Source: an optimization exercise on an open RTL-to-GDS flow (aim: small area and a short achievable clock period). Production flows keep margins and buffers that such runs may drop. RTL that was checked went through simulation tests only; none was proved equivalent to the original. Function not checked in runs 3 to 6: the RTL went through the layout flow alone. In every run shown here, the design's own scripts or RTL, not TritonCTS, make the clock network. The flow treats the clock pin as an ideal source. Dropping or thinning the clock tree relies on that and would not hold on a real chip. Power figures rest on the tool's default switching activity, not on a simulated workload.

[flow/flow/run.sh]
#!/bin/bash
# The standard layout, with the clock tree built by flow/clock_tree.tcl (a
# tree with up to FLOW_CTS_LEAF registers per leaf buffer) in
# place of TritonCTS's.
set -euo pipefail
here=$(pwd)
export FLOW_CTS_LEAF=${FLOW_CTS_LEAF:-38}
export FLOW_CLOCK_PORT=clk
bash standard.sh "PRE_CTS_TCL=$here/flow/clock_tree.tcl" "POST_CTS_TCL=$here/flow/output_stage.tcl" "BUFFER_PORTS_ARGS=-buffer_cell sky130_fd_sc_hd__buf_2" finish > "$here/make_finish.log" 2>&1
test -f out/final.def
[flow/config.mk]
export PLATFORM = sky130hd
export DESIGN_NAME = Benes_8p
export DESIGN_NICKNAME = Benes_8p
export VERILOG_FILES = /design/flow/design.v
export SDC_FILE = /design/flow/constraint.sdc
export NUM_CORES = 4
export LEC_CHECK = 0
export ABC_AREA = 1
export CAP_MARGIN = 20
export CORE_MARGIN = 2
export CORE_UTILIZATION = 70
export SETUP_SLACK_MARGIN = 1.3
export SLEW_MARGIN = 20
[flow/flow/output_stage.tcl]
# Run as ORFS's POST_CTS_TCL hook: size up the registers that drive the
# outputs and the buffers between them and the output ports, the paths that
# set the period once the rest is fast enough.
foreach inst [get_cells q7*] {
  replace_cell $inst sky130_fd_sc_hd__dfxtp_4
}
foreach bterm [[ord::get_db_block] getBTerms] {
  if {![string match "state*" [$bterm getName]] || [$bterm getNet] == "NULL"} { continue }
  foreach it [[$bterm getNet] getITerms] {
    if {![$it isOutputSignal]} { continue }
    set inst [$it getInst]
    if {[string match "sky130_fd_sc_hd__buf_*" [[$inst getMaster] getName]]} {
      replace_cell [$inst getName] sky130_fd_sc_hd__buf_6
    }
  }
}
detailed_placement
[flow/flow/clock_tree.tcl]
set ::ct_leaf [expr {[info exists ::env(FLOW_CTS_LEAF)] ? $::env(FLOW_CTS_LEAF) : 32}]
set ::ct_cell sky130_fd_sc_hd__clkbuf_16
set ::ct_port_max 4
set ::ct_block [ord::get_db_block]
set ::ct_master [[ord::get_db] findMaster $::ct_cell]

proc ct_center {iterms} {
  set sx 0.0; set sy 0.0
  foreach it $iterms {
    set b [[$it getInst] getBBox]
    set sx [expr {$sx + ([$b xMin] + [$b xMax]) / 2.0}]
    set sy [expr {$sy + ([$b yMin] + [$b yMax]) / 2.0}]
  }
  set n [llength $iterms]
  return [list [expr {$sx / $n}] [expr {$sy / $n}]]
}

proc ct_split {iterms k} {
  if {$k <= 1} { return [list $iterms] }
  set pts {}
  set xs {}; set ys {}
  foreach it $iterms {
    set b [[$it getInst] getBBox]
    set x [expr {([$b xMin] + [$b xMax]) / 2}]
    set y [expr {([$b yMin] + [$b yMax]) / 2}]
    lappend pts [list $it $x $y]
    lappend xs $x; lappend ys $y
  }
  set xs [lsort -integer $xs]; set ys [lsort -integer $ys]
  set axis [expr {([lindex $xs end] - [lindex $xs 0]) >= ([lindex $ys end] - [lindex $ys 0]) ? 1 : 2}]
  set pts [lsort -integer -index $axis $pts]
  set k1 [expr {$k / 2}]
  set h [expr {([llength $pts] * $k1 + $k / 2) / $k}]
  set a {}; set b {}
  foreach p [lrange $pts 0 [expr {$h - 1}]] { lappend a [lindex $p 0] }
  foreach p [lrange $pts $h end] { lappend b [lindex $p 0] }
  return [concat [ct_split $a $k1] [ct_split $b [expr {$k - $k1}]]]
}

proc ct_buffer {name x y in_net out_net} {
  set ct_block $::ct_block; set ct_master $::ct_master
  set inst [odb::dbInst_create $ct_block $ct_master $name]
  $inst setLocation [expr {int($x)}] [expr {int($y)}]
  $inst setPlacementStatus PLACED
  [$inst findITerm A] connect $in_net
  [$inst findITerm X] connect $out_net
  return $inst
}

proc ct_build {} {
  set port [$::ct_block findBTerm $::env(FLOW_CLOCK_PORT)]
  set clk [$port getNet]
  set sinks [$clk getITerms]
  set k [expr {([llength $sinks] + $::ct_leaf - 1) / $::ct_leaf}]
  set groups [ct_split $sinks $k]
  # the clock port drives the leaf buffers itself when there are at most
  # ct_port_max of them, else through one root buffer
  if {$k <= $::ct_port_max} {
    set feed $clk
  } else {
    set feed [odb::dbNet_create $::ct_block clknet_root]
    $feed setSigType CLOCK
  }
  puts "clock_tree: [llength $sinks] sinks in $k groups, root buffer: [expr {$k > $::ct_port_max}]"
  set i 0
  set leaves {}
  foreach g $groups {
    set net [odb::dbNet_create $::ct_block clknet_leaf_$i]
    $net setSigType CLOCK
    foreach it $g {
      $it disconnect
      $it connect $net
    }
    lassign [ct_center $g] x y
    set inst [ct_buffer clkbuf_leaf_$i $x $y $feed $net]
    lappend leaves [$inst findITerm A]
    incr i
  }
  if {$k > $::ct_port_max} {
    lassign [ct_center $leaves] x y
    ct_buffer clkbuf_root $x $y $clk $feed
  }
  $clk setSigType CLOCK
}
ct_build

set_propagated_clock [all_clocks]
proc clock_tree_synthesis {args} {
  puts "clock_tree: TritonCTS skipped, the tree is built"
}
[flow/standard.sh]
#!/bin/bash
# synth_recipe.tcl (not shown) runs the flow's synth.tcl, then flattens the netlist and writes it again
# the make line also repeats each setting of config.mk as NAME=value (left out here)
make -C /OpenROAD-flow-scripts/flow DESIGN_CONFIG=/design/flow/config.mk WORK_HOME=/design/flow/orfs CLKGATE_MAP_FILE= SYNTH_SCRIPT=/design/flow/synth_recipe.tcl "${@:-finish}"
[flow/constraint.sdc]
create_clock -name core_clock -period 2.5 [get_ports {clk}]
set_input_delay 0.5000 -clock core_clock [delete_from_list [all_inputs] [get_ports {clk}]]
set_output_delay 0.5000 -clock core_clock [all_outputs]
set_load 0.01 [all_outputs]
[flow/design.v]
module Col0_Links (
    input  [23:0] p,
    output [11:0] l     
);
    wire [1:0] d [0:7];
    genvar k;
    generate for (k = 0; k < 8; k = k + 1) begin : g_d
        assign d[k] = p[3*k+1 +: 2];
    end endgenerate
    assign l[0]  = (d[0] == d[3]) | (d[1] == d[2]);
    assign l[1]  = (d[0] == d[2]) | (d[1] == d[3]);
    assign l[2]  = (d[0] == d[5]) | (d[1] == d[4]);
    assign l[3]  = (d[0] == d[4]) | (d[1] == d[5]);
    assign l[4]  = (d[0] == d[7]) | (d[1] == d[6]);
    assign l[5]  = (d[0] == d[6]) | (d[1] == d[7]);
    assign l[6]  = (d[2] == d[5]) | (d[3] == d[4]);
    assign l[7]  = (d[2] == d[4]) | (d[3] == d[5]);
    assign l[8]  = (d[2] == d[7]) | (d[3] == d[6]);
    assign l[9]  = (d[2] == d[6]) | (d[3] == d[7]);
    assign l[10] = (d[4] == d[7]) | (d[5] == d[6]);
    assign l[11] = (d[4] == d[6]) | (d[5] == d[7]);
endmodule
module Col0_Settings (
    input  [11:0] l,
    output [2:0]  s0       
);
    wire bs01 = l[0],  bd01 = l[1],  bs02 = l[2],  bd02 = l[3];
    wire bs03 = l[4],  bd03 = l[5],  bs12 = l[6],  bd12 = l[7];
    wire bs13 = l[8],  bd13 = l[9],  bs23 = l[10], bd23 = l[11];
    wire f0_1 = bd01 | (bs02 & bd12) | (bd02 & bs12) | (bs03 & bd13) | (bd03 & bs13);
    wire f1_2 = bs02 | (bs01 & bs12) | (bd01 & bd12) | (bs03 & bs23) | (bd03 & bd23);
    wire f0_2 = bd02 | (bs01 & bd12) | (bd01 & bs12) | (bs03 & bd23) | (bd03 & bs23);
    wire f1_3 = bs03 | (bs01 & bs13) | (bd01 & bd13) | (bs02 & bs23) | (bd02 & bd23);
    wire f0_3 = bd03 | (bs01 & bd13) | (bd01 & bs13) | (bs02 & bd23) | (bd02 & bs23);
    wire s1 = ~f0_1;
    wire s2 = f1_2 | ~(f0_2 | bd12);
    wire s3 = f1_3 | ~(f0_3 | bd13 | (bd23 & ~bs13));
    assign s0 = {s3, s2, s1};
endmodule
module Sub_Route (
    input [1:0] g0,
    input       g1h,
    input [1:0] g2,
    input       g3l,
    output [4:0] s     
);
    wire c11 = g2[1] ^ g0[1];
    wire a   = ~g0[0];
    wire b   = c11 ? ~g2[0] : ~g3l;
    assign s[0] = c11;
    assign s[1] = ~g0[1];
    assign s[2] = ~g1h;
    assign s[3] = g0[1] ? b : a;
    assign s[4] = g0[1] ? a : b;
endmodule
module Rest_Route (
    input  [23:0] p,
    input  [2:0]  s,
    input  [2:0]  sn,
    output [16:0] q     
);
    wire [3:0] sx  = {s, 1'b1};
    wire [3:0] sxn = {sn, 1'b0};
    wire [7:0] su;      
    wire [3:0] lu;      
    wire [5:0] sl;      
    genvar r;
    generate for (r = 0; r < 4; r = r + 1) begin : g_u
        assign su[2*r +: 2] = ({2{sx[r]}} & p[6*r+1 +: 2]) | ({2{sxn[r]}} & p[6*r+4 +: 2]);
        assign lu[r]        = (sx[r] & p[6*r])             | (sxn[r] & p[6*r+3]);
    end endgenerate
    assign sl[1:0] = p[5:4];                                           
    assign sl[2]   = (sx[1] & p[11])            | (sxn[1] & p[8]);           
    assign sl[4:3] = ({2{sx[2]}} & p[17:16])    | ({2{sxn[2]}} & p[14:13]);  
    assign sl[5]   = (sx[3] & p[22])            | (sxn[3] & p[19]);          
    wire [3:0] t;
    genvar j;
    generate for (j = 0; j < 4; j = j + 1) begin : g_t
        assign t[j] = (su[1:0] == j & ~lu[0]) | (su[3:2] == j & ~lu[1]) |
                      (su[5:4] == j & ~lu[2]) | (su[7:6] == j & ~lu[3]);
    end endgenerate
    wire [4:0] bu, bl;
    Sub_Route u(.g0(su[1:0]), .g1h(su[3]), .g2(su[5:4]), .g3l(su[6]), .s(bu));
    Sub_Route l(.g0(sl[1:0]), .g1h(sl[2]), .g2(sl[4:3]), .g3l(sl[5]), .s(bl));
    assign q = {t, s, bl, bu};
endmodule
module Benes_8p (input wire [2:0] mp0, mp1, mp2, mp3, mp4, mp5, mp6, mp7,
    input clk,
    output wire [19:0] state
);
    wire [23:0] p0 = {mp7, mp6, mp5, mp4, mp3, mp2, mp1, mp0};
    wire [11:0] l_w;
    Col0_Links c0l(.p(p0), .l(l_w));
    reg [23:0] p1;
    reg [11:0] l1;
    always @(posedge clk) begin
        p1 <= p0;
        l1 <= l_w;
    end
    wire [2:0] s0_w;
    Col0_Settings c0s(.l(l1), .s0(s0_w));
    reg [23:0] p2;
    reg [2:0]  s0_2, s0n_2;
    always @(posedge clk) begin
        p2     <= p1;
        s0_2   <= s0_w;
        s0n_2  <= ~s0_w;
    end
    wire [16:0] q_w;
    Rest_Route rr(.p(p2), .s(s0_2), .sn(s0n_2), .q(q_w));
    reg [16:0] q3, q4, q5, q6, q7;
    always @(posedge clk) begin
        q3 <= q_w;
        q4 <= q3;
        q5 <= q4;
        q6 <= q5;
        q7 <= q6;
    end
    assign state[0]  = 1'b1;
    assign state[1]  = 1'b1;
    assign state[2]  = q7[1];
    assign state[3]  = q7[3];
    assign state[4]  = q7[13];
    assign state[5]  = q7[10];
    assign state[6]  = q7[0];
    assign state[7]  = q7[2];
    assign state[8]  = q7[4];
    assign state[9]  = q7[14];
    assign state[10] = q7[11];
    assign state[11] = 1'b1;
    assign state[12] = q7[6];
    assign state[13] = q7[8];
    assign state[14] = q7[15];
    assign state[15] = q7[12];
    assign state[16] = q7[5];
    assign state[17] = q7[7];
    assign state[18] = q7[9];
    assign state[19] = q7[16];
endmodule
==> results of run 1 <==
-- worst max path at each step --
stage / start / cells after the start / slack, ns / endpoint
5_1_grt: q7[10]$_DFF_P_ / 1 / 1.33 / state[5]
2_1_floorplan: mp3[2] / 3 / 1.48 / l1[0]$_DFF_P_
3_3_place_gp: mp0[2] / 3 / 1.40 / l1[2]$_DFF_P_
3_5_place_dp: mp0[2] / 3 / 1.37 / l1[0]$_DFF_P_
6_report: q7[13]$_DFF_P_ / 1 / 1.35 / state[4]
-- metal layers --
metal | part of all wire | wire (µm) | global-route usage
met5 | 0 | 0 | 0
met4 | 0.014 | 91 | 0.0237
met3 | 0.033 | 206 | 0.0100
met2 | 0.53 | 3340 | 0.382
met1 | 0.42 | 2650 | 0.221
-- metrics by stage --
stage | worst slack (ns) | instance area (µm²)
6_report | 1.35 | 4650
5_1_grt | 1.33 | 4650
3_5_place_dp | 1.37 | 4380
3_3_place_gp | 1.40 | 4380
2_1_floorplan | 1.48 | 4190
-- cells in the final DEF, fill, tap and decap left out, types with 3 or more instances in the layout --
| cell type | instances |
|---|---|
| dfxtp_4 | 17 |
| nand2_1 | 71 |
| nand2_2 | 4 |
| xor2_1 | 48 |
| buf_6 | 17 |
| nor2_1 | 7 |
| nand3_2 | 4 |
| clkbuf_16 | 4 |
| o22ai_1 | 12 |
| nand3_1 | 19 |
| inv_1 | 17 |
| buf_2 | 23 |
| a21oi_1 | 5 |
| dfxtp_1 | 131 |
| conb_1 | 3 |
| nand4_1 | 4 |
-- kinds of logic (layout without fill, tap and decap cells) --
family          Yosys count  count (layout)  synth area share
compound gates           20              20            0.0290
xor+xnor                 48              48             0.100
buf+inv                  37              62            0.0407
flops                   149             149             0.713
other cells               1               3          0.000896
simple gates            110             110             0.116
-- power groups by stage --
stage / combinational, µW / sequential [µW] / clock [µW]
floorplan: 300 / 2970 / 0
global placement: 445 / 2950 / 0
detailed placement: 461 / 2980 / 0
global route: 605 / 3010 / 922
finish: 537 / 2980 / 826
-- final cells by class --
class	instances	area (µm²)	area share
buffer	4	100	0.0215
timing repair buffer	40	307	0.0659
multi-input combinational	181	1040	0.223
tap	75	93.8	0.0202
inverter	18	67.6	0.0145
sequential	149	3050	0.655
-- registers in the layout, summed over array words and instances, names as in the netlist --
name / count
p1: 23
q6: 17
q3: 17
q4: 17
l1: 12
s0_2: 3
q5: 17
p2: 23
q7: 17
s0n_2: 3
==> metrics.csv, run 1 <==
stage,metric,value,unit
global_routing,Tot GR Track Use,0.188,
timing,Hold Slack,0.333,ns
timing,RSZ-0062 raised after global routing,false,
layout,Layout Nets,419,
placement,Final GP Congestion,0.882,
logic_synthesis,Ys Warns,2,
drt,DR iter-0 viols,90,
power,clock share of power,0.190,
job,Max Cap Viol,0,
timing,Final setup viols,0,
logic_synthesis,dominant synthesized flop cell,dfxtp_1,
power,Sw Share,0.225,
worst_setup_path,Reg-to-Reg End,q3[9]$_DFF_P_,
drt,DRC,0,
power,sequential power share,0.686,
run_status,status,"complete, no violations",
worst_setup_path,slowest CP cell,dfxtp_4,
hold_path,hold path depth,0,
placement,placed cells,463,
global_routing,GR Overflow Total,0,
worst_setup_path,CP Class,register to primary output,
cts,worst skew pair latency,0.18,ns
floorplanning,Die Y,81.3,µm
placement,port bufs,40,
power,total power,4340,µW
global_routing,largest net degree at the start of global routing,39,
drt,final wirelength,6.29,mm
layout,Layout Utilization,0.796,
power,Cell Pwr Density,933,nW/µm²
timing,Final Slew Violations,0,
worst_setup_path,crit path DAT,0.65,ns
worst_setup_path,CP max FO,1,
logic_synthesis,"area leader, netlist",dfxtp_1,
power,Logic pwr share,0.124,
worst_setup_path,flop2flop setup slack,1.47,ns
worst_setup_path,family with the most delay on the worst path,flip-flops,
hold_path,hold path startpoint,q6[14]$_DFF_P_,
worst_setup_path,CP Capture Type,primary output,
timing,min cycle time layout,1.15,ns
logic_synthesis,Async SR Flop Fraction,0,
global_routing,initial antenna violation count,0,
logic_synthesis,distinct cell type count after synthesis,19,
power,leak pwr,0.00212,µW
floorplanning,num rows,28,
floorplanning,total I/O pin count,45,
logic_synthesis,synth top area cells,"dfxtp_1, xor2_1, nand2_1",
logic_synthesis,Synth top area share,0.713,
drt,DR pass1 iterations,4,
logic_synthesis,most frequent cell after synthesis,dfxtp_1,
timing,post-route setup TNS,0,ns
drt,via count,2338,
logic_synthesis,Post-synth EDFFs,0,
floorplanning,Die ar.,6610,µm²
power,worst vdd ir,0.851,mV
layout,number of fill cells,333,
drt,remaining antenna violation count,0,
power,NetSw,976,µW
layout,share of layout cells above drive strength 1,0.181,
worst_setup_path,Worst R2R Path Depth,5,
timing,Final Hold Vio Count,0,
logic_synthesis,sequential area share after synthesis,0.713,
cts,clock slew at the register clock pins of the worst setup and hold paths,0.12,ns
placement,DP HPWL,4.09,mm
logic_synthesis,post-synthesis area per instance,11.5,µm²
floorplanning,core area,5850,µm²
layout,Area Growth Syn to Fin,11.2,%
hold_path,WHS Endpoint,q7[14]$_DFF_P_,
layout,Ant. Diodes,0,
logic_synthesis,Seq cells post-synth,149,
logic_synthesis,post-synthesis cell area,4180,µm²
floorplanning,chip width,81.3,µm
logic_synthesis,cells after synthesis,365,
hold_path,worst min-delay path category,register to register,
timing,fin crit share,0.460,
logic_synthesis,Synth top cells by count,"dfxtp_1, nand2_1, xor2_1, nand3_1, inv_1",
timing,f_max,870,MHz
worst_setup_path,max incr delay on CP,0.36,ns
worst_setup_path,CP cell instances,buf_6,
layout,Finished Layout Cells,467,
power,Internal Power,3360,µW
worst_setup_path,CP Launch Type,register,
drt,drt wl/cell,13.5,µm
drt,Via density,5.01,
floorplanning,Starting Density,0.715,
worst_setup_path,Worst Path Buf+Inv,1,
global_routing,number of global-route vias before repair,2123,
worst_setup_path,RR Startpoint,s0n_2[1]$_DFF_P_,
timing,Setup Skew,0.00788,ns
worst_setup_path,critical path data required time,2.00,ns
global_routing,first-pass GRT wire length,9.77,mm
==> inputs of run 2 (changes only) <==
--- a/flow/flow/output_stage.tcl
+++ b/flow/flow/output_stage.tcl
@@ -4,3 +4,3 @@
 foreach inst [get_cells q7*] {
-  replace_cell $inst sky130_fd_sc_hd__dfxtp_4
+  replace_cell $inst sky130_fd_sc_hd__dfxtp_2
 }
@@ -12,3 +12,3 @@
     if {[string match "sky130_fd_sc_hd__buf_*" [[$inst getMaster] getName]]} {
-      replace_cell [$inst getName] sky130_fd_sc_hd__buf_6
+      replace_cell [$inst getName] sky130_fd_sc_hd__buf_4
     }
==> run 2 against run 1 <==
Compared with the run above: power decreased by 1.4%; largest power group unchanged; worst setup slack improved by 0.012 ns; first-iteration DRC count decreased by 2.2%; synthesized area did not move; register-to-register slack is essentially flat; core utilization decreased by 1.8 points; synthesized cell count stayed put; clock power rose by 0.5%; final area shrank 2.3%; critical endpoint is now state[18].
==> metrics.csv, run 2 <==
stage,metric,value,unit
logic_synthesis,Synth top cells by count,"dfxtp_1, nand2_1, xor2_1, nand3_1, inv_1",
hold_path,worst min-delay path category,register to register,
placement,Final GP Congestion,0.882,
global_routing,Tot GR Track Use,0.191,
timing,Final Hold Vio Count,0,
timing,Hold Slack,0.335,ns
global_routing,largest net degree at the start of global routing,39,
drt,remaining antenna violation count,0,
floorplanning,num rows,28,
timing,fin crit share,0.455,
layout,"commonest non-fill, non-tap cell in the layout",dfxtp_1,
timing,f_max,879,MHz
timing,Final setup viols,0,
logic_synthesis,dominant synthesized flop cell,dfxtp_1,
floorplanning,Die ar.,6610,µm²
power,worst vdd ir,0.882,mV
logic_synthesis,"area leader, netlist",dfxtp_1,
placement,pre-CTS WS,1.37,ns
placement,port bufs,40,
worst_setup_path,CP cell instances,buf_4,
logic_synthesis,Post-synth EDFFs,0,
logic_synthesis,post-synthesis area per instance,11.5,µm²
drt,via count,2310,
floorplanning,Starting Density,0.715,
job,Max Cap Viol,0,
worst_setup_path,Worst Path Buf+Inv,1,
worst_setup_path,slowest CP cell,dfxtp_2,
floorplanning,total I/O pin count,45,
worst_setup_path,CP Launch Type,register,
placement,DP HPWL,4.09,mm
drt,drt wl/cell,13.5,µm
layout,Layout Nets,419,
power,leak pwr,0.00210,µW
timing,final setup margin,1.36,ns
power,total power,4280,µW
global_routing,GR Overflow Total,0,
cts,clock slew at the register clock pins of the worst setup and hold paths,0.11,ns
logic_synthesis,synth top area cells,"dfxtp_1, xor2_1, nand2_1",
logic_synthesis,Ys Warns,2,
drt,DR pass1 iterations,4,
logic_synthesis,Async SR Flop Fraction,0,
global_routing,number of global-route vias before repair,2125,
timing,post-route setup TNS,0,ns
layout,Ant. Diodes,0,
worst_setup_path,CP Class,register to primary output,
timing,min cycle time layout,1.14,ns
layout,multi-input logic area,1040,µm²
logic_synthesis,cells after synthesis,365,
logic_synthesis,sequential area share after synthesis,0.713,
drt,DRC,0,
worst_setup_path,family with the most delay on the worst path,flip-flops,
worst_setup_path,crit path DAT,0.64,ns
floorplanning,Die Y,81.3,µm
global_routing,initial antenna violation count,0,
worst_setup_path,CP Capture Type,primary output,
logic_synthesis,Synth top area share,0.713,
floorplanning,core area,5850,µm²
drt,final wirelength,6.29,mm
timing,Final Slew Violations,0,
placement,DP Area,4380,µm²
run_status,status,"complete, no violations",
layout,top flop regs,"p1 x23, p2 x23",
layout,register area,3000,µm²
worst_setup_path,max incr delay on CP,0.33,ns
floorplanning,chip width,81.3,µm
logic_synthesis,most frequent cell after synthesis,dfxtp_1,
worst_setup_path,critical path data required time,2.00,ns
worst_setup_path,CP max FO,1,
layout,most frequent cells in the layout,"dfxtp_1, nand2_1, xor2_1",
timing,RSZ-0062 raised after global routing,false,
logic_synthesis,post-synthesis cell area,4180,µm²
logic_synthesis,distinct cell type count after synthesis,19,
drt,Via density,4.95,
layout,number of fill cells,353,
layout,Area Growth Syn to Fin,8.67,%
timing,Setup Skew,0.00987,ns
global_routing,first-pass GRT wire length,9.87,mm
power,Cell Pwr Density,942,nW/µm²
layout,share of layout cells above drive strength 1,0.179,
layout,final instance area,4550,µm²
logic_synthesis,Seq cells post-synth,149,
cts,worst skew pair latency,0.18,ns
drt,DR iter-0 viols,88,
run 2: final timing paths:
path	cells past startpoint	slack, ns	startpoint	endpoint
worst min-delay path	0	0.34	q6[12]$_DFF_P_	q7[12]$_DFF_P_
worst min register to register	0	0.34	q6[12]$_DFF_P_	q7[12]$_DFF_P_
worst max register to register	5	1.46	p2[2]$_DFF_P_	q3[3]$_DFF_P_
worst max-delay path	1	1.36	q7[9]$_DFF_P_	state[18]
run 2: metrics by stage:
step	util	cells
global route	0.777	467
global placement	0.749	463
detailed placement	0.749	463
finish	0.777	467
floorplan	-	367
run 2: where the power goes:
| part | switching [µW] | internal (µW) | total [µW] |
|---|---|---|---|
| registers | 160 | 2790 | 2950 |
| clock network | 530 | 300 | 830 |
| logic | 279 | 217 | 497 |
| total | 969 | 3310 | 4280 |
run 2: logic make-up (layout without fill, tap and decap cells):
group | Yosys count | in the layout | synth area share
DFF | 149 | 149 | 0.713
and+or+nand+nor | 110 | 110 | 0.116
xor gates and xnor gates | 48 | 48 | 0.100
buffers and inverters | 37 | 62 | 0.0407
AOI/OAI and AO/OA | 20 | 20 | 0.0290
other | 1 | 3 | 0.000896
run 2: final cells by class:
cell class / instances / area share
Multi-Input combinational cell: 181 / 0.228
Sequential cell: 149 / 0.661
Timing Repair Buffer: 40 / 0.0534
Tap cell: 75 / 0.0206
Inverter: 18 / 0.0149
Buffer: 4 / 0.0220
run 2: metal layers:
| layer | vias up | part of all wire | track usage |
|---|---|---|---|
| li1 | 1177 | - | - |
| met1 | 1078 | 0.41 | 0.221 |
| met2 | 49 | 0.55 | 0.389 |
| met3 | 6 | 0.029 | 0.0100 |
| met4 | 0 | 0.014 | 0.0254 |
| met5 | - | 0 | 0 |
==> inputs of run 3 (changes only) <==
--- a/flow/design.v
+++ b/flow/design.v
@@ -56,31 +56,24 @@
 module Rest_Route (
-    input  [23:0] p,
-    input  [2:0]  s,
-    input  [2:0]  sn,
-    output [16:0] q     
+    input  [2:0]  m0,
+    input  [2:1]  m1,
+    input  [2:0]  u1,
+    input         l1h,
+    input  [5:0]  m45,     
+    input  [5:0]  m67,     
+    input  [1:0]  s,       
+    input  [1:0]  sn,
+    output [3:0]  t,
+    output [4:0]  bu,
+    output [4:0]  bl
 );
-    wire [3:0] sx  = {s, 1'b1};
-    wire [3:0] sxn = {sn, 1'b0};
-    wire [7:0] su;      
-    wire [3:0] lu;      
-    wire [5:0] sl;      
-    genvar r;
-    generate for (r = 0; r < 4; r = r + 1) begin : g_u
-        assign su[2*r +: 2] = ({2{sx[r]}} & p[6*r+1 +: 2]) | ({2{sxn[r]}} & p[6*r+4 +: 2]);
-        assign lu[r]        = (sx[r] & p[6*r])             | (sxn[r] & p[6*r+3]);
-    end endgenerate
-    assign sl[1:0] = p[5:4];                                           
-    assign sl[2]   = (sx[1] & p[11])            | (sxn[1] & p[8]);           
-    assign sl[4:3] = ({2{sx[2]}} & p[17:16])    | ({2{sxn[2]}} & p[14:13]);  
-    assign sl[5]   = (sx[3] & p[22])            | (sxn[3] & p[19]);          
-    wire [3:0] t;
+    wire [2:0] u2 = ({3{s[0]}} & m45[2:0]) | ({3{sn[0]}} & m45[5:3]);
+    wire [2:0] u3 = ({3{s[1]}} & m67[2:0]) | ({3{sn[1]}} & m67[5:3]);
+    wire [1:0] l2 = ({2{s[0]}} & m45[5:4]) | ({2{sn[0]}} & m45[2:1]);
+    wire       l3 = (s[1] & m67[4])        | (sn[1] & m67[1]);
     genvar j;
     generate for (j = 0; j < 4; j = j + 1) begin : g_t
-        assign t[j] = (su[1:0] == j & ~lu[0]) | (su[3:2] == j & ~lu[1]) |
-                      (su[5:4] == j & ~lu[2]) | (su[7:6] == j & ~lu[3]);
+        assign t[j] = (m0 == 2*j) | (u1 == 2*j) | (u2 == 2*j) | (u3 == 2*j);
     end endgenerate
-    wire [4:0] bu, bl;
-    Sub_Route u(.g0(su[1:0]), .g1h(su[3]), .g2(su[5:4]), .g3l(su[6]), .s(bu));
-    Sub_Route l(.g0(sl[1:0]), .g1h(sl[2]), .g2(sl[4:3]), .g3l(sl[5]), .s(bl));
-    assign q = {t, s, bl, bu};
+    Sub_Route u(.g0(m0[2:1]), .g1h(u1[2]), .g2(u2[2:1]), .g3l(u3[1]), .s(bu));
+    Sub_Route l(.g0(m1[2:1]), .g1h(l1h),   .g2(l2),      .g3l(l3),    .s(bl));
 endmodule
@@ -101,11 +94,24 @@
     Col0_Settings c0s(.l(l1), .s0(s0_w));
-    reg [23:0] p2;
-    reg [2:0]  s0_2, s0n_2;
+    reg [2:0]  s0_2;
+    reg [1:0]  s0n_2;
+    reg [2:0]  m0_2;
+    reg [2:1]  m1_2;
+    reg [2:0]  u1_2;
+    reg        l1h_2;
+    reg [11:0] m47_2;
     always @(posedge clk) begin
-        p2     <= p1;
-        s0_2   <= s0_w;
-        s0n_2  <= ~s0_w;
+        s0_2  <= s0_w;
+        s0n_2 <= ~s0_w[2:1];
+        m0_2  <= p1[2:0];
+        m1_2  <= p1[5:4];
+        u1_2  <= s0_w[0] ? p1[8:6] : p1[11:9];
+        l1h_2 <= s0_w[0] ? p1[11]  : p1[8];
+        m47_2 <= p1[23:12];
     end
-    wire [16:0] q_w;
-    Rest_Route rr(.p(p2), .s(s0_2), .sn(s0n_2), .q(q_w));
+    wire [3:0] t_w;
+    wire [4:0] bu_w, bl_w;
+    Rest_Route rr(.m0(m0_2), .m1(m1_2), .u1(u1_2), .l1h(l1h_2),
+                  .m45(m47_2[5:0]), .m67(m47_2[11:6]),
+                  .s(s0_2[2:1]), .sn(s0n_2), .t(t_w), .bu(bu_w), .bl(bl_w));
+    wire [16:0] q_w = {t_w, s0_2, bl_w, bu_w};
     reg [16:0] q3, q4, q5, q6, q7;
==> flow/flow/run.sh (replaced) <==
#!/bin/bash
# The standard layout, with the clock tree built by flow/clock_tree.tcl (a
# tree with up to FLOW_CTS_LEAF registers per leaf buffer) in
# place of TritonCTS's.
set -euo pipefail
here=$(pwd)
export FLOW_CTS_LEAF=${FLOW_CTS_LEAF:-38}
export FLOW_CLOCK_PORT=clk
bash standard.sh "PRE_CTS_TCL=$here/flow/clock_tree.tcl" finish > "$here/make_finish.log" 2>&1
test -f out/final.def
--- a/flow/config.mk
+++ b/flow/config.mk
@@ -7,6 +7,5 @@
 export LEC_CHECK = 0
-export ABC_AREA = 1
 export CAP_MARGIN = 20
 export CORE_MARGIN = 2
-export CORE_UTILIZATION = 70
+export CORE_UTILIZATION = 60
 export SETUP_SLACK_MARGIN = 1.3
removed: flow/flow/output_stage.tcl
==> run 3 against run 2 <==
Compared with the run above: synthesized cell count is 15% lower; sequential share of layout area decreased by 0.54 points; sequential power fell by 2%; cell count fell by 11%; critical path depth up 2; combinational power down 5.0%; sequential cell count down 3; via count is 9.6% lower; worst setup slack lost 0.16 ns; clock skew is essentially flat; final area is 1.5% lower; synthesized area shrank 3.6%; critical endpoint is now u1_2[1]$_DFF_P_.
==> metrics.csv, run 3 <==
stage,metric,value,unit
power,leak pwr,0.00193,µW
floorplanning,total I/O pin count,45,
logic_synthesis,post-synthesis xor/xnor area fraction,0.110,
worst_setup_path,CP cell instances,a222oi_1 -> nand2_2 -> mux2_2,
timing,Setup Skew,0.0101,ns
placement,Final GP Congestion,0.775,
cts,clock slew at the register clock pins of the worst setup and hold paths,0.12,ns
placement,DP HPWL,3.79,mm
floorplanning,Die ar.,7400,µm²
worst_setup_path,flop2flop setup slack,1.20,ns
logic_synthesis,most frequent cell after synthesis,dfxtp_1,
logic_synthesis,Ys Warns,2,
worst_setup_path,slowest CP cell,a222oi_1,
drt,Via density,5.03,
drt,via count,2089,
logic_synthesis,Seq cells post-synth,146,
layout,"commonest non-fill, non-tap cell in the layout",dfxtp_1,
logic_synthesis,cells after synthesis,310,
drt,DR iter-0 viols,92,
logic_synthesis,Synth top area share,0.725,
run_status,status,"complete, no violations",
worst_setup_path,Worst Path Buf+Inv,0,
global_routing,number of global-route vias before repair,1895,
global_routing,met1 usage,0.181,
timing,Final Slew Violations,0,
drt,DR pass1 iterations,4,
worst_setup_path,CP Capture Type,register,
timing,Final Hold Vio Count,0,
global_routing,largest net degree at the start of global routing,38,
logic_synthesis,"area leader, netlist",dfxtp_1,
timing,RSZ-0062 raised after global routing,true,
timing,Final setup viols,0,
floorplanning,Starting Density,0.628,
logic_synthesis,post-synthesis area per instance,13.0,µm²
layout,Ant. Diodes,0,
layout,"Most flops, register",p1,
floorplanning,Die Y,86.0,µm
layout,Layout Nets,365,
floorplanning,core area,6420,µm²
logic_synthesis,dominant synthesized flop cell,dfxtp_1,
logic_synthesis,synth top area cells,"dfxtp_1, xor2_1, o22ai_1",
worst_setup_path,critical path data required time,2.58,ns
worst_setup_path,max incr delay on CP,0.39,ns
job,Max Cap Viol,0,
timing,min cycle time layout,1.30,ns
global_routing,Tot GR Track Use,0.143,
power,Cell Pwr Density,932,nW/µm²
global_routing,first-pass GRT wire length,8.67,mm
logic_synthesis,Synth Area in Simple Gates,0.0251,
power,worst vdd ir,0.544,mV
logic_synthesis,post-synthesis mux area share,0.0211,
global_routing,GRT busiest layer,met2,
logic_synthesis,Async SR Flop Fraction,0,
layout,Area Growth Syn to Fin,11.0,%
global_routing,GR Overflow Total,0,
global_routing,M2 GR Usage,0.273,
logic_synthesis,Synth top cells by count,"dfxtp_1, xor2_1, clkbuf_1, nand2_1, o22ai_1",
logic_synthesis,post-synthesis compound-gate area fraction,0.0850,
drt,drt wl/cell,13.4,µm
cts,worst skew pair latency,0.18,ns
logic_synthesis,main combinational cell family by area after synthesis,XOR/XNOR gates,
drt,final wirelength,5.56,mm
logic_synthesis,post-synthesis cell area,4030,µm²
logic_synthesis,distinct cell type count after synthesis,33,
layout,most frequent cells in the layout,"dfxtp_1, xor2_1, buf_2",
logic_synthesis,Post-synth EDFFs,0,
worst_setup_path,CP Class,register to register,
logic_synthesis,Synth Area in Adders,0,
floorplanning,chip width,86.0,µm
timing,post-route setup TNS,0,ns
timing,fin crit share,0.518,
worst_setup_path,CP max FO,5,
layout,Layout Utilization,0.697,
floorplanning,num rows,29,
placement,port bufs,40,
global_routing,initial antenna violation count,0,
worst_setup_path,CP Launch Type,register,
drt,DRC,0,
drt,remaining antenna violation count,0,
hold_path,worst min-delay path category,register to register,
layout,max FFs per register,23,
worst_setup_path,family with the most delay on the worst path,compound AO/OA/AOI/OAI gates,
timing,f_max,772,MHz
layout,share of layout cells above drive strength 1,0.151,
logic_synthesis,sequential area share after synthesis,0.725,
global_routing,met3 Use GR,0.0135,
worst_setup_path,crit path DAT,1.38,ns
[run 3: cell count changes after synthesis, sizes merged, moves of 4 or more]
cell	delta
a22oi	+7
buf	-13
clkbuf	+15
inv	-7
mux2	+4
mux2i	+4
nand2	-63
nand3	-22
nand4	-4
o21ai	+7
[run 3: area by class of cell]
type	instances	area, µm²
sequential	146	2940
buffer	4	100
fill	480	1940
multi-input combinational	134	1020
tap	77	96.3
timing repair buffer	43	284
inverter	11	41.3
[run 3: logic make-up after synthesis]
kind of cell,count (synthesis)
and+or+nand+nor,23
other,1
DFF,146
buffers and inverters,32
muxes,8
xor gates and xnor gates,50
AOI/OAI and AO/OA,50
[run 3: what timing repair did]
item | in CTS | in global routing
pin swaps | 3 | 2
gates resized for setup | 87 | 27
setup buffers | 1 | 2
hold endpoints to repair | 0 | 0
setup endpoints to repair | 38 | 20
hold buffers | 0 | 0
[run 3: routing by layer]
layer	part of all wire	wire length, µm	vias to the layer above
met3	0.043	240	6
met2	0.51	2830	41
met4	0.011	63	0
li1	-	-	1062
met1	0.44	2420	980
met5	0	0	-
[run 3: report_power, final]
part	switching, µW	total [µW]	internal (µW)
logic	243	472	229
clock network	512	812	300
registers	150	2890	2740
total	905	4170	3270
[run 3: worst register-to-register path, stage by stage, from the launching register on]
cell	delay, ns
dfxtp_2	0.35
a222oi_1	0.39
nand2_2	0.16
mux2_2	0.29
[run 3: worst paths after layout]
check	from	cells after the start	to
setup / recovery	l1[2]$_DFF_P_	3	u1_2[1]$_DFF_P_
hold / removal	p1[17]$_DFF_P_	0	m47_2[5]$_DFF_P_
setup reg to reg	l1[2]$_DFF_P_	3	u1_2[1]$_DFF_P_
hold reg to reg	p1[17]$_DFF_P_	0	m47_2[5]$_DFF_P_
[run 3: through the flow]
step / hold WS [ns] / cell area, µm² / power [µW] / cells / setup WS, ns
2_1_floorplan: 0.310 / 4050 / 3200 / 312 / 1.31
3_3_place_gp: 0.309 / 4450 / 3420 / 408 / 0.843
3_5_place_dp: 0.312 / 4450 / 3450 / 408 / 0.837
4_1_cts: 0.339 / 4470 / 4170 / 413 / 1.18
5_1_grt: 0.345 / 4480 / 4360 / 415 / 1.16
6_report: 0.336 / 4480 / 4170 / 415 / 1.20
==> inputs of run 4 (changes only) <==
--- a/flow/design.v
+++ b/flow/design.v
@@ -95,3 +95,2 @@
     reg [2:0]  s0_2;
-    reg [1:0]  s0n_2;
     reg [2:0]  m0_2;
@@ -103,3 +102,2 @@
         s0_2  <= s0_w;
-        s0n_2 <= ~s0_w[2:1];
         m0_2  <= p1[2:0];
@@ -114,3 +112,3 @@
                   .m45(m47_2[5:0]), .m67(m47_2[11:6]),
-                  .s(s0_2[2:1]), .sn(s0n_2), .t(t_w), .bu(bu_w), .bl(bl_w));
+                  .s(s0_2[2:1]), .sn(~s0_2[2:1]), .t(t_w), .bu(bu_w), .bl(bl_w));
     wire [16:0] q_w = {t_w, s0_2, bl_w, bu_w};
--- a/flow/flow/run.sh
+++ b/flow/flow/run.sh
@@ -8,3 +8,3 @@
 export FLOW_CLOCK_PORT=clk
-bash standard.sh "PRE_CTS_TCL=$here/flow/clock_tree.tcl" finish > "$here/make_finish.log" 2>&1
+bash standard.sh "PRE_CTS_TCL=$here/flow/clock_tree.tcl" "BUFFER_PORTS_ARGS=-buffer_cell sky130_fd_sc_hd__buf_2" finish > "$here/make_finish.log" 2>&1
 test -f out/final.def
--- a/flow/config.mk
+++ b/flow/config.mk
@@ -7,5 +7,6 @@
 export LEC_CHECK = 0
+export ABC_AREA = 1
 export CAP_MARGIN = 20
 export CORE_MARGIN = 2
-export CORE_UTILIZATION = 60
+export CORE_UTILIZATION = 70
 export SETUP_SLACK_MARGIN = 1.3
==> run 4 against run 3 <==
Compared with the run above: clock skew fell by 0.0014 ns; global-route usage is 5.8 points higher; synthesized cell count up 16%; power is 0.75% lower; die area is 12% lower; worst setup slack gained 0.16 ns; sequential share of layout area about the same; first-iteration DRC count increased by 50%; worst hold slack improved by 0.0011 ns; clock power rose by 0.7%; via count is 12% higher; sequential power down 2%; critical path type unchanged.
==> metrics.csv, run 4 <==
stage,metric,value,unit
run_status,status,"complete, no violations",
worst_setup_path,max incr delay on CP,0.44,ns
drt,DR pass1 iterations,4,
logic_synthesis,post-synthesis cell area,4110,µm²
layout,Ant. Diodes,0,
worst_setup_path,CP Launch Type,register,
worst_setup_path,CP max FO,9,
worst_setup_path,Worst R2R Path Depth,5,
placement,DP Area,4290,µm²
logic_synthesis,dominant synthesized flop cell,dfxtp_1,
timing,Setup Skew,0.00867,ns
global_routing,Tot GR Track Use,0.201,
worst_setup_path,critical path data required time,2.56,ns
cts,worst skew pair latency,0.18,ns
power,clock share of power,0.197,
worst_setup_path,Worst Path Buf+Inv,1,
logic_synthesis,Seq cells post-synth,144,
worst_setup_path,family with the most delay on the worst path,flip-flops,
timing,final setup margin,1.36,ns
floorplanning,Die Y,80.6,µm
drt,via count,2332,
layout,most frequent cells in the layout,"dfxtp_1, nand2_1, xor2_1",
cts,clock slew at the register clock pins of the worst setup and hold paths,0.12,ns
worst_setup_path,CP Capture Type,register,
drt,DRC,0,
global_routing,number of global-route vias before repair,2267,
worst_setup_path,slowest CP cell,dfxtp_2,
drt,metal3 WL,256,µm
placement,DP HPWL,4.43,mm
layout,share of layout cells above drive strength 1,0.148,
placement,port bufs,40,
hold_path,WHS Endpoint,q5[4]$_DFF_P_,
drt,met1 wire length,2.55,mm
placement,pre-CTS WS,1.26,ns
drt,WL met2,3.37,mm
power,Sw Share,0.231,
timing,post-route setup TNS,0,ns
global_routing,GR Overflow Total,0,
worst_setup_path,crit path DAT,1.20,ns
cts,Setup Buffers After CTS,0,
logic_synthesis,sequential area share after synthesis,0.702,
job,Max Cap Viol,0,
drt,Max Used Layer,met4,
logic_synthesis,most frequent cell after synthesis,dfxtp_1,
timing,Final Hold Vio Count,0,
layout,Layout Nets,413,
timing,Final Slew Violations,0,
power,total power,4140,µW
global_routing,initial antenna violation count,0,
logic_synthesis,synth top area cells,"dfxtp_1, xor2_1, nand2_1",
worst_setup_path,CP cell instances,nand2_1 -> o21ai_1 -> inv_1 -> nand3_1 -> nand4_1,
layout,final instance area,4400,µm²
power,worst vdd ir,0.786,mV
drt,drt wl/cell,13.8,µm
floorplanning,Starting Density,0.737,
worst_setup_path,Reg-to-Reg End,q3[16]$_DFF_P_,
layout,"commonest non-fill, non-tap cell in the layout",dfxtp_1,
logic_synthesis,cells after synthesis,360,
power,Internal Power,3180,µW
power,Logic pwr share,0.117,
timing,RSZ-0062 raised after global routing,false,
placement,placed cells,454,
logic_synthesis,"area leader, netlist",dfxtp_1,
global_routing,first-pass GRT wire length,10.3,mm
worst_setup_path,flop2flop setup slack,1.36,ns
layout,Finished Layout Cells,458,
drt,Via density,5.09,
cts,# hold bufs at CTS,0,
drt,DR iter-0 viols,138,
logic_synthesis,Post-synth EDFFs,0,
floorplanning,num rows,27,
floorplanning,Die ar.,6500,µm²
floorplanning,core area,5570,µm²
logic_synthesis,Ys Warns,2,
timing,fin crit share,0.455,
logic_synthesis,Synth top cells by count,"dfxtp_1, nand2_1, xor2_1, nand3_1, inv_1",
placement,Final GP Congestion,0.889,
worst_setup_path,RR Startpoint,s0_2[2]$_DFF_P_,
power,NetSw,959,µW
timing,Final setup viols,0,
hold_path,worst min-delay path category,register to register,
layout,max FFs per register,23,
power,leak pwr,0.00203,µW
power,sequential power share,0.685,
floorplanning,chip width,80.6,µm
timing,min cycle time layout,1.14,ns
logic_synthesis,distinct cell type count after synthesis,22,
hold_path,hold path startpoint,q4[4]$_DFF_P_,
hold_path,hold path depth,0,
drt,remaining antenna violation count,0,
worst_setup_path,CP Class,register to register,
logic_synthesis,Async SR Flop Fraction,0,
layout,Area Growth Syn to Fin,7.19,%
logic_synthesis,post-synthesis area per instance,11.4,µm²
global_routing,largest net degree at the start of global routing,37,
logic_synthesis,Synth top area share,0.702,
floorplanning,total I/O pin count,45,
timing,f_max,880,MHz
power,Cell Pwr Density,941,nW/µm²
layout,"Most flops, register",p1,
drt,final wirelength,6.31,mm
[run 4: cell count changes after synthesis, moves of 6 or more]
cell	delta
a22oi_1	-6
buf_2	+15
clkbuf_1	-14
inv_1	+11
nand2_1	+39
nand3_1	+34
o21ai_0	-6
[run 4: routing by layer]
metal | global-route usage | vias up
li1 | - | 1174
met3 | 0.0191 | 14
met4 | 0.0492 | 0
met2 | 0.399 | 68
met1 | 0.227 | 1076
met5 | 0 | -
[run 4: worst max path at each step]
stage,startpoint,to,slack [ns],depth (start not counted)
final,s0_2[2]$_DFF_P_,q3[16]$_DFF_P_,1.36,5
after global routing,s0_2[2]$_DFF_P_,q3[15]$_DFF_P_,1.32,5
after CTS,s0_2[2]$_DFF_P_,q3[15]$_DFF_P_,1.33,5
after detailed placement,s0_2[1]$_DFF_P_,q3[15]$_DFF_P_,1.26,5
after global placement,s0_2[1]$_DFF_P_,q3[3]$_DFF_P_,1.34,5
after floorplan,mp3[2],l1[0]$_DFF_P_,1.48,3
[run 4: logic make-up after synthesis]
group / count (synthesis) / synth area share
DFF: 144 / 0.702
and+or+nand+nor: 98 / 0.110
xor gates and xnor gates: 48 / 0.102
buffers and inverters: 44 / 0.0502
AOI/OAI and AO/OA: 25 / 0.0350
other: 1 / 0.000913
[run 4: worst register-to-register path, delay by kind of cell, from the launching register on]
kind	cells	cell delay [ns]
buffers and inverters	1	0.12
flip-flops	1	0.44
AO/OA/AOI/OAI	1	0.15
AND/OR/NAND/NOR	3	0.30
[run 4: area by class of cell]
| cell class | instances | area (µm²) |
|---|---|---|
| Fill cell | 322 | 1170 |
| Timing Repair Buffer | 40 | 200 |
| Inverter | 24 | 92.6 |
| Tap cell | 72 | 90.1 |
| Multi-Input combinational cell | 174 | 1030 |
| Buffer | 4 | 100 |
| Sequential cell | 144 | 2890 |
[run 4: power groups by stage]
stage / sequential, µW / clock [µW] / combinational (µW)
final: 2840 / 818 / 485
after global routing: 2880 / 916 / 539
after CTS: 2840 / 820 / 479
after detailed placement: 2890 / 0 / 474
after global placement: 2860 / 0 / 441
after floorplan: 2870 / 0 / 317
[run 4: metrics by stage]
stage / util / hold WS [ns]
floorplan: - / 0.310
global placement: 0.770 / 0.310
detailed placement: 0.770 / 0.312
CTS: 0.788 / 0.339
global route: 0.790 / 0.340
finish: 0.790 / 0.337
[run 4: timing repair]
action,in CTS,in global routing
endpoints found under the setup margin,8,8
pin swaps,0,0
resized for setup,1,4
==> inputs of run 5 (changes only) <==
==> flow/design.v (replaced) <==
module Col0_Links (
    input  [23:0] p,
    output [10:0] l     
);
    wire [1:0] d [0:7];
    genvar k;
    generate for (k = 0; k < 8; k = k + 1) begin : g_d
        assign d[k] = p[3*k+1 +: 2];
    end endgenerate
    wire bs02 = (d[0] == d[5]) | (d[1] == d[4]);
    wire bd02 = (d[0] == d[4]) | (d[1] == d[5]);
    wire bs03 = (d[0] == d[7]) | (d[1] == d[6]);
    wire bd03 = (d[0] == d[6]) | (d[1] == d[7]);
    wire bs12 = (d[2] == d[5]) | (d[3] == d[4]);
    wire bd12 = (d[2] == d[4]) | (d[3] == d[5]);
    wire bs13 = (d[2] == d[7]) | (d[3] == d[6]);
    wire bd13 = (d[2] == d[6]) | (d[3] == d[7]);
    wire bs23 = (d[4] == d[7]) | (d[5] == d[6]);
    wire bd23 = (d[4] == d[6]) | (d[5] == d[7]);
    assign l[0]  = (d[0] == d[2]) | (d[1] == d[3]);      
    assign l[1]  = ~((bs02 & bd12) | (bd02 & bs12));     
    assign l[2]  = ~((bs03 & bd13) | (bd03 & bs13));     
    assign l[3]  = bd02;
    assign l[4]  = bs12;
    assign l[5]  = bd12;
    assign l[6]  = bs13;
    assign l[7]  = bd13;
    assign l[8]  = bs23;
    assign l[9]  = bd23;
    assign l[10] = bd03;
endmodule
module Col0_Settings (
    input  [10:0] l,
    output [2:0]  s0       
);
    wire bd01 = l[0], h2 = l[1], h3 = l[2], bd02 = l[3];
    wire bs12 = l[4], bd12 = l[5], bs13 = l[6], bd13 = l[7];
    wire bs23 = l[8], bd23 = l[9], bd03 = l[10];
    wire s1 = ~bd01 & h2 & h3;
    wire s2 = (bs12 | bd12) ? (s1 ^ bd12) : ~bd02;
    wire s3 = (bs13 | bd13) ? (s1 ^ bd13) : (bs23 | bd23) ? (s2 ^ bd23) : ~bd03;
    assign s0 = {s3, s2, s1};
endmodule
module Sub_Route (
    input [1:0] g0,
    input       g1h,
    input [1:0] g2,
    input       g3l,
    output [4:0] s     
);
    wire c11 = g2[1] ^ g0[1];
    wire a   = ~g0[0];
    wire b   = c11 ? ~g2[0] : ~g3l;
    assign s[0] = c11;
    assign s[1] = ~g0[1];
    assign s[2] = ~g1h;
    assign s[3] = g0[1] ? b : a;
    assign s[4] = g0[1] ? a : b;
endmodule
module Benes_8p (input wire [2:0] mp0, mp1, mp2, mp3, mp4, mp5, mp6, mp7,
    input clk,
    output wire [19:0] state
);
    wire [23:0] p0 = {mp7, mp6, mp5, mp4, mp3, mp2, mp1, mp0};
    wire [10:0] l_w;
    Col0_Links c0l(.p(p0), .l(l_w));
    reg [23:0] p1;
    reg [10:0] l1;
    always @(posedge clk) begin
        p1 <= p0;
        l1 <= l_w;
    end
    wire [2:0] s0_w;
    Col0_Settings c0s(.l(l1), .s0(s0_w));
    reg [2:0] s0_2;
    reg [7:0] su_2;      
    reg [3:0] lu_2;      
    reg [5:0] sl_2;      
    wire [3:0] s0x = {s0_w, 1'b1};
    integer r;
    always @(posedge clk) begin
        s0_2 <= s0_w;
        for (r = 0; r < 4; r = r + 1) begin
            su_2[2*r +: 2] <= s0x[r] ? p1[6*r+1 +: 2] : p1[6*r+4 +: 2];
            lu_2[r]        <= s0x[r] ? p1[6*r]        : p1[6*r+3];
        end
        sl_2[1:0] <= p1[5:4];                         
        sl_2[2]   <= s0x[1] ? p1[11]    : p1[8];      
        sl_2[4:3] <= s0x[2] ? p1[17:16] : p1[14:13];  
        sl_2[5]   <= s0x[3] ? p1[22]    : p1[19];     
    end
    wire [3:0] t_w;
    wire [4:0] bu_w, bl_w;
    genvar j;
    generate for (j = 0; j < 4; j = j + 1) begin : g_t
        assign t_w[j] = (su_2[1:0] == j & ~lu_2[0]) | (su_2[3:2] == j & ~lu_2[1]) |
                        (su_2[5:4] == j & ~lu_2[2]) | (su_2[7:6] == j & ~lu_2[3]);
    end endgenerate
    Sub_Route bu(.g0(su_2[1:0]), .g1h(su_2[3]), .g2(su_2[5:4]), .g3l(su_2[6]), .s(bu_w));
    Sub_Route bl(.g0(sl_2[1:0]), .g1h(sl_2[2]), .g2(sl_2[4:3]), .g3l(sl_2[5]), .s(bl_w));
    reg [16:0] q3, q4, q5, q6, q7;
    always @(posedge clk) begin
        q3 <= {t_w, s0_2, bl_w, bu_w};
        q4 <= q3;
        q5 <= q4;
        q6 <= q5;
        q7 <= q6;
    end
    assign state[0]  = 1'b1;
    assign state[1]  = 1'b1;
    assign state[2]  = q7[1];
    assign state[3]  = q7[3];
    assign state[4]  = q7[13];
    assign state[5]  = q7[10];
    assign state[6]  = q7[0];
    assign state[7]  = q7[2];
    assign state[8]  = q7[4];
    assign state[9]  = q7[14];
    assign state[10] = q7[11];
    assign state[11] = 1'b1;
    assign state[12] = q7[6];
    assign state[13] = q7[8];
    assign state[14] = q7[15];
    assign state[15] = q7[12];
    assign state[16] = q7[5];
    assign state[17] = q7[7];
    assign state[18] = q7[9];
    assign state[19] = q7[16];
endmodule
--- a/flow/config.mk
+++ b/flow/config.mk
@@ -7,6 +7,5 @@
 export LEC_CHECK = 0
-export ABC_AREA = 1
 export CAP_MARGIN = 20
 export CORE_MARGIN = 2
-export CORE_UTILIZATION = 70
+export CORE_UTILIZATION = 60
 export SETUP_SLACK_MARGIN = 1.3
==> run 5 against run 4 <==
Compared with the run above: core utilization down 9.1 points; fmax decreased by 19%; worst hold slack barely moved; worst setup slack lost 0.26 ns; sequential cell count is 4 lower; power grew 4.4%; synthesized cell count shrank 9.4%; combinational power increased by 35%.
==> metrics.csv, run 5 <==
stage,metric,value,unit
run_status,status,"complete, no violations",
logic_synthesis,Synth top area share,0.693,
worst_setup_path,CP cell instances,nand4b_1 -> buf_4 -> o211ai_4 -> o21a_4 -> o211ai_1,
timing,post-route setup TNS,0,ns
global_routing,largest net degree at the start of global routing,36,
timing,min cycle time layout,1.40,ns
logic_synthesis,main combinational cell family by area after synthesis,XOR/XNOR gates,
drt,via count,2209,
job,Max Cap Viol,0,
drt,DR iter-0 viols,66,
timing,Setup Skew,0.00686,ns
logic_synthesis,post-synthesis compound-gate area fraction,0.0860,
logic_synthesis,Synth Area in Simple Gates,0.0613,
timing,RSZ-0062 raised after global routing,true,
floorplanning,Die ar.,7410,µm²
hold_path,worst min-delay path category,register to register,
logic_synthesis,Post-synth EDFFs,0,
drt,DR pass1 iterations,5,
drt,drt wl/cell,12.6,µm
logic_synthesis,Seq cells post-synth,140,
drt,Via density,5.09,
layout,"Most flops, register",p1,
floorplanning,Starting Density,0.629,
worst_setup_path,Worst Path Buf+Inv,1,
cts,# hold bufs at CTS,0,
placement,Final GP Congestion,0.794,
timing,Slew Limit Headroom,0.664,
drt,remaining antenna violation count,0,
layout,Ant. Diodes,0,
layout,Layout Nets,384,
worst_setup_path,CP max FO,6,
worst_setup_path,CP Launch Type,register,
power,worst vdd ir,0.689,mV
timing,f_max,717,MHz
logic_synthesis,synth top area cells,"dfxtp_1, xor2_1, o22ai_1",
logic_synthesis,post-synthesis cell area,4040,µm²
logic_synthesis,Synth Area in Adders,0,
logic_synthesis,distinct cell type count after synthesis,37,
worst_setup_path,critical path data required time,2.55,ns
layout,"commonest non-fill, non-tap cell in the layout",dfxtp_1,
cts,clock slew at the register clock pins of the worst setup and hold paths,0.11,ns
floorplanning,total I/O pin count,45,
worst_setup_path,CP Class,register to register,
cts,worst skew pair latency,0.17,ns
logic_synthesis,post-synthesis mux area share,0.0214,
timing,Final setup viols,0,
timing,Hold Slack,0.337,ns
worst_setup_path,family with the most delay on the worst path,compound AO/OA/AOI/OAI gates,
logic_synthesis,"area leader, netlist",dfxtp_1,
timing,fin crit share,0.558,
logic_synthesis,most frequent cell after synthesis,dfxtp_1,
worst_setup_path,crit path DAT,1.45,ns
drt,DRC,0,
power,Cell Pwr Density,964,nW/µm²
logic_synthesis,Ys Warns,2,
global_routing,first-pass GRT wire length,9.23,mm
worst_setup_path,slowest CP cell,dfxtp_2,
global_routing,GR Overflow Total,0,
timing,final setup margin,1.10,ns
power,leak pwr,0.00194,µW
timing,Final Hold Vio Count,0,
logic_synthesis,dominant synthesized flop cell,dfxtp_1,
logic_synthesis,cells after synthesis,326,
layout,number of fill cells,464,
timing,Final Slew Violations,0,
placement,port bufs,40,
worst_setup_path,CP Capture Type,register,
floorplanning,Die Y,86.1,µm
layout,max FFs per register,23,
floorplanning,chip width,86.1,µm
placement,DP HPWL,3.76,mm
logic_synthesis,post-synthesis xor/xnor area fraction,0.0997,
logic_synthesis,sequential area share after synthesis,0.693,
global_routing,initial antenna violation count,0,
layout,Area Growth Syn to Fin,11.0,%
global_routing,number of global-route vias before repair,2008,
floorplanning,core area,6420,µm²
global_routing,Tot GR Track Use,0.148,
layout,Layout Utilization,0.699,
timing,Worst Tran Pin Value,0.502,ns
layout,most frequent cells in the layout,"dfxtp_1, xor2_1, buf_2",
logic_synthesis,Synth top cells by count,"dfxtp_1, xor2_1, nand2_1, buf_2, o22ai_1",
layout,share of layout cells above drive strength 1,0.196,
logic_synthesis,Async SR Flop Fraction,0,
logic_synthesis,post-synthesis area per instance,12.4,µm²
floorplanning,num rows,29,
drt,final wirelength,5.49,mm
worst_setup_path,max incr delay on CP,0.34,ns
placement,pre-CTS WS,1.05,ns
## run 5: changes by cell type in the layout (fill, tap and decap cells not counted), moves of 4 or more
cell       delta
o2111ai_1     +4
nor2_1        +9
buf_4         +6
a22oi_1       +4
nand3_1      -27
nand2_1      -31
o211ai_1      +5
nand4_1       -5
mux2_4        +5
inv_1        -13
dfxtp_1       -5
## run 5: layer usage
layer  global-route usage  routed length, µm
met5                    0                  0
met4               0.0144                 61
met3               0.0154                225
met2                0.283               2820
met1                0.185               2390
## run 5: final timing paths
check,depth (start not counted),end,startpoint,slack (ns)
setup / recovery,5,lu_2[3]$_DFF_P_,l1[0]$_DFF_P_,1.10
hold / removal,0,q5[2]$_DFF_P_,q4[2]$_DFF_P_,0.34
setup reg to reg,5,lu_2[3]$_DFF_P_,l1[0]$_DFF_P_,1.10
hold reg to reg,0,q5[2]$_DFF_P_,q4[2]$_DFF_P_,0.34
## run 5: cell families after synthesis
logic type | after synthesis
other | 1
AOI/OAI and AO/OA | 48
buffers and inverters | 33
and+or+nand+nor | 50
xor gates and xnor gates | 46
muxes | 8
DFF | 140
## run 5: repair_timing
item / in CTS / in global routing
setup buffers: 5 / 2
gates resized for setup: 4 / 15
setup endpoints to repair: 13 / 13
pin swaps: 0 / 10
## run 5: stage by stage
stage               total power [µW]  area (µm²)  std cells
CTS                             4310        4410        432
global route                    4560        4490        434
finish                          4320        4490        434
floorplan                       3310        4060        328
detailed placement              3500        4240        423
global placement                3460        4240        423
## run 5: layout make-up
class | count | area (µm²) | share of cell area
Tap cell | 77 | 96.3 | 0.0215
Timing Repair Buffer | 48 | 282 | 0.0627
Sequential cell | 140 | 2810 | 0.625
Multi-Input combinational cell | 155 | 1160 | 0.259
Inverter | 10 | 41.3 | 0.00920
Buffer | 4 | 100 | 0.0223
## run 5: power by group
part	total, µW	internal, µW	switching, µW
clock network	781	298	483
registers	2890	2720	165
logic	657	329	328
total	4320	3350	975
## run 5: worst register-to-register path: stages, from the launching register on
cell and delay [ns]:
dfxtp_2 0.34, nand4b_1 0.30, buf_4 0.23, o211ai_4 0.12, o21a_4 0.20, o211ai_1 0.09
==> inputs of run 6 (changes only) <==
--- a/flow/design.v
+++ b/flow/design.v
@@ -2,3 +2,3 @@
     input  [23:0] p,
-    output [10:0] l     
+    output [8:0] l     
 );
@@ -19,22 +19,20 @@
     wire bd23 = (d[4] == d[6]) | (d[5] == d[7]);
-    assign l[0]  = (d[0] == d[2]) | (d[1] == d[3]);      
-    assign l[1]  = ~((bs02 & bd12) | (bd02 & bs12));     
-    assign l[2]  = ~((bs03 & bd13) | (bd03 & bs13));     
-    assign l[3]  = bd02;
-    assign l[4]  = bs12;
-    assign l[5]  = bd12;
-    assign l[6]  = bs13;
-    assign l[7]  = bd13;
-    assign l[8]  = bs23;
-    assign l[9]  = bd23;
-    assign l[10] = bd03;
+    wire bd01 = (d[0] == d[2]) | (d[1] == d[3]);
+    assign l[0] = ~(bd01 | (bs02 & bd12) | (bd02 & bs12) | (bs03 & bd13) | (bd03 & bs13));
+    assign l[1] = bd02;
+    assign l[2] = bs12;
+    assign l[3] = bd12;
+    assign l[4] = bs13;
+    assign l[5] = bd13;
+    assign l[6] = bs23;
+    assign l[7] = bd23;
+    assign l[8] = bd03;
 endmodule
 module Col0_Settings (
-    input  [10:0] l,
+    input  [8:0]  l,
     output [2:0]  s0       
 );
-    wire bd01 = l[0], h2 = l[1], h3 = l[2], bd02 = l[3];
-    wire bs12 = l[4], bd12 = l[5], bs13 = l[6], bd13 = l[7];
-    wire bs23 = l[8], bd23 = l[9], bd03 = l[10];
-    wire s1 = ~bd01 & h2 & h3;
+    wire s1   = l[0], bd02 = l[1];
+    wire bs12 = l[2], bd12 = l[3], bs13 = l[4], bd13 = l[5];
+    wire bs23 = l[6], bd23 = l[7], bd03 = l[8];
     wire s2 = (bs12 | bd12) ? (s1 ^ bd12) : ~bd02;
@@ -64,6 +62,6 @@
     wire [23:0] p0 = {mp7, mp6, mp5, mp4, mp3, mp2, mp1, mp0};
-    wire [10:0] l_w;
+    wire [8:0] l_w;
     Col0_Links c0l(.p(p0), .l(l_w));
     reg [23:0] p1;
-    reg [10:0] l1;
+    reg [8:0] l1;
     always @(posedge clk) begin
==> run 6 against run 5 <==
Compared with the run above: worst setup slack got worse by 0.048 ns; die area decreased by 4.6%; wire length decreased by 10%; highest routed layer unchanged.
==> metrics.csv, run 6 <==
stage,metric,value,unit
logic_synthesis,cells after synthesis,288,
power,leak pwr,0.00188,µW
hold_path,hold path depth,0,
worst_setup_path,CP Launch Type,register,
layout,max FFs per register,23,
floorplanning,chip width,84.1,µm
floorplanning,Starting Density,0.613,
power,NetSw,879,µW
timing,RSZ-0062 raised after global routing,true,
global_routing,GR Overflow Total,0,
power,Cell Pwr Density,943,nW/µm²
hold_path,WHS Endpoint,q6[12]$_DFF_P_,
cts,worst skew pair latency,0.17,ns
worst_setup_path,RR Startpoint,l1[5]$_DFF_P_,
power,Internal Power,3240,µW
placement,port bufs,40,
worst_setup_path,critical path data required time,2.58,ns
worst_setup_path,CP Capture Type,register,
power,clock share of power,0.192,
timing,post-route setup TNS,0,ns
timing,Final setup viols,0,
power,total power,4120,µW
job,Max Cap Viol,0,
global_routing,initial antenna violation count,0,
hold_path,hold path startpoint,q5[12]$_DFF_P_,
timing,min cycle time layout,1.44,ns
logic_synthesis,Synth top area share,0.718,
logic_synthesis,post-synthesis area per instance,13.4,µm²
drt,DRC,0,
worst_setup_path,CP max FO,5,
placement,pre-CTS WS,0.791,ns
logic_synthesis,Synth top cells by count,"dfxtp_1, xor2_1, buf_2, o22ai_1",
hold_path,worst min-delay path category,register to register,
layout,Layout Nets,343,
global_routing,first-pass GRT wire length,8.03,mm
worst_setup_path,CP Class,register to register,
drt,drt wl/cell,12.5,µm
logic_synthesis,most frequent cell after synthesis,dfxtp_1,
drt,Via density,4.82,
floorplanning,Die ar.,7070,µm²
worst_setup_path,Worst R2R Path Depth,5,
logic_synthesis,distinct cell type count after synthesis,37,
logic_synthesis,synth top area cells,"dfxtp_1, xor2_1, mux2_2",
global_routing,Tot GR Track Use,0.135,
drt,DR pass1 iterations,4,
floorplanning,core area,6280,µm²
timing,f_max,693,MHz
logic_synthesis,dominant synthesized flop cell,dfxtp_1,
layout,"commonest non-fill, non-tap cell in the layout",dfxtp_1,
timing,Final Hold Vio Count,0,
global_routing,number of global-route vias before repair,1795,
layout,Ant. Diodes,0,
worst_setup_path,Reg-to-Reg End,sl_2[5]$_DFF_P_,
timing,Final Slew Violations,0,
cts,clock slew at the register clock pins of the worst setup and hold paths,0.12,ns
power,Logic pwr share,0.126,
logic_synthesis,Ys Warns,2,
power,sequential power share,0.682,
power,worst vdd ir,1.03,mV
layout,share of layout cells above drive strength 1,0.234,
layout,Area Growth Syn to Fin,13.5,%
logic_synthesis,Async SR Flop Fraction,0,
placement,DP HPWL,3.46,mm
placement,Final GP Congestion,0.869,
logic_synthesis,post-synthesis cell area,3850,µm²
drt,via count,1895,
logic_synthesis,sequential area share after synthesis,0.718,
floorplanning,Die Y,84.1,µm
power,Sw Share,0.214,
drt,DR iter-0 viols,87,
drt,final wirelength,4.92,mm
floorplanning,num rows,29,
layout,most frequent cells in the layout,"dfxtp_1, xor2_1, buf_2",
timing,final setup margin,1.06,ns
layout,Finished Layout Cells,393,
logic_synthesis,"area leader, netlist",dfxtp_1,
run_status,status,"complete, no violations",
layout,"Most flops, register",p1,
timing,fin crit share,0.577,
logic_synthesis,Post-synth EDFFs,0,
floorplanning,total I/O pin count,45,
logic_synthesis,Seq cells post-synth,138,
worst_setup_path,flop2flop setup slack,1.06,ns
worst_setup_path,crit path DAT,1.52,ns
timing,Setup Skew,0.00912,ns
drt,remaining antenna violation count,0,
global_routing,largest net degree at the start of global routing,36,
placement,placed cells,386,
run 6: logic make-up (layout without fill, tap and decap cells):
family          count (synthesis)  count (layout)  share of synthesized area
other cells                     1               3                   0.000974
compound gates                 31              31                     0.0543
flops                         138             138                      0.718
mux                            16              16                     0.0478
buf+inv                        30              56                     0.0393
simple gates                   26              26                     0.0351
xor+xnor                       46              46                      0.105
run 6: per-layer routing:
metal  track usage  vias up  wire, µm  share of wire
met1         0.162      876      2130           0.43
met5             0        -         0              0
met4        0.0220        0        38         0.0077
met3        0.0148        4       199          0.040
li1              -      977         -              -
met2         0.262       38      2560           0.52
run 6: what timing repair did:
item	4_1_cts	5_1_grt
setup buffers	3	0
gates resized for setup	46	10
endpoints found under the setup margin	12	12
hold buffers	0	0
pin swaps	19	5
run 6: area by class of cell:
cell class,count,area [µm²]
plain buffers,4,100
multi-input cells,122,1000
flip-flops and latches,138,2780
repair buffers,43,358
well taps,77,96.3
fillers,478,1910
inverters,9,33.8
run 6: worst max path at each step:
stage	start	to	slack, ns	depth (start not counted)
CTS	l1[2]$_DFF_P_	sl_2[5]$_DFF_P_	1.04	5
floorplan	l1[0]$_DFF_P_	lu_2[3]$_DFF_P_	1.10	6
global route	l1[1]$_DFF_P_	su_2[7]$_DFF_P_	1.03	5
global placement	l1[0]$_DFF_P_	lu_2[3]$_DFF_P_	0.82	4
finish	l1[5]$_DFF_P_	sl_2[5]$_DFF_P_	1.06	5
detailed placement	l1[0]$_DFF_P_	sl_2[5]$_DFF_P_	0.79	4
run 6: power groups by stage:
| stage | logic (µW) | registers (µW) | clock network (µW) |
|---|---|---|---|
| 6_report | 520 | 2810 | 789 |
| 5_1_grt | 568 | 2860 | 883 |
| 4_1_cts | 518 | 2810 | 808 |
| 3_5_place_dp | 464 | 2870 | 0 |
| 3_3_place_gp | 458 | 2840 | 0 |
| 2_1_floorplan | 351 | 2840 | 0 |
run 6: metrics by stage:
stage	cell area, µm²	hold WS, ns	util
after floorplan	3980	0.310	-
after global placement	4060	0.310	0.646
after detailed placement	4060	0.312	0.646
after CTS	4340	0.338	0.691
after global routing	4370	0.342	0.696
final	4370	0.337	0.696
run 6: critical path, cell delays in order, from the launching register on:
cell      delay [ns]
dfxtp_4         0.39
nor2_1          0.05
nor4b_2         0.16
a221oi_2        0.32
nand2_4         0.13
mux2_4          0.30

[re-timing with driven ports]
Ports are ideal in the flow. The routed layouts listed here were re-timed in OpenROAD. Step 1 sets driving cells, clkbuf_16 on the clock port and buf_2 on the other inputs (assumed; they add their load-dependent delay and slew). Step 2, shift: input delay + t, output delay - t, t = (earliest + latest rising clock arrival at the registers) / 2. This alone moves slack from input paths to output paths. Three values: ideal ports, drivers, drivers and shift; two values: the first two.
| run | t, ns | setup slack, ns | worst hold slack (ns) | clock arrival spread, ns | worst data-port slew with drivers (ns) |
|---|---|---|---|---|---|
| run 1 | 0.246 | 1.351 / 1.278 / 1.387 | 0.333 / 0.333 / 0.333 | 0.011 / 0.011 | 0.03 |
| run 2 | 0.250 | 1.363 / 1.289 / 1.389 | 0.335 / 0.335 / 0.335 | 0.012 / 0.012 | 0.03 |
| run 3 | 0.252 | 1.204 / 1.204 / 1.147 | 0.336 / 0.336 / 0.336 | 0.013 / 0.013 | 0.03 |
| run 4 | 0.251 | 1.363 / 1.296 / 1.347 | 0.337 / 0.337 / 0.337 | 0.009 / 0.009 | 0.03 |
| run 5 | 0.244 | 1.105 / 1.105 / 1.105 | 0.337 / 0.337 / 0.337 | 0.010 / 0.010 | 0.04 |
| run 6 | 0.240 | 1.056 / 1.057 / 1.032 | 0.337 / 0.337 / 0.337 | 0.015 / 0.015 | 0.07 |
After both steps every run listed still meets setup and hold. For run 3, which loses most, drivers alone change the setup slack by 0.000 ns; drivers and shift together by -0.057 ns.
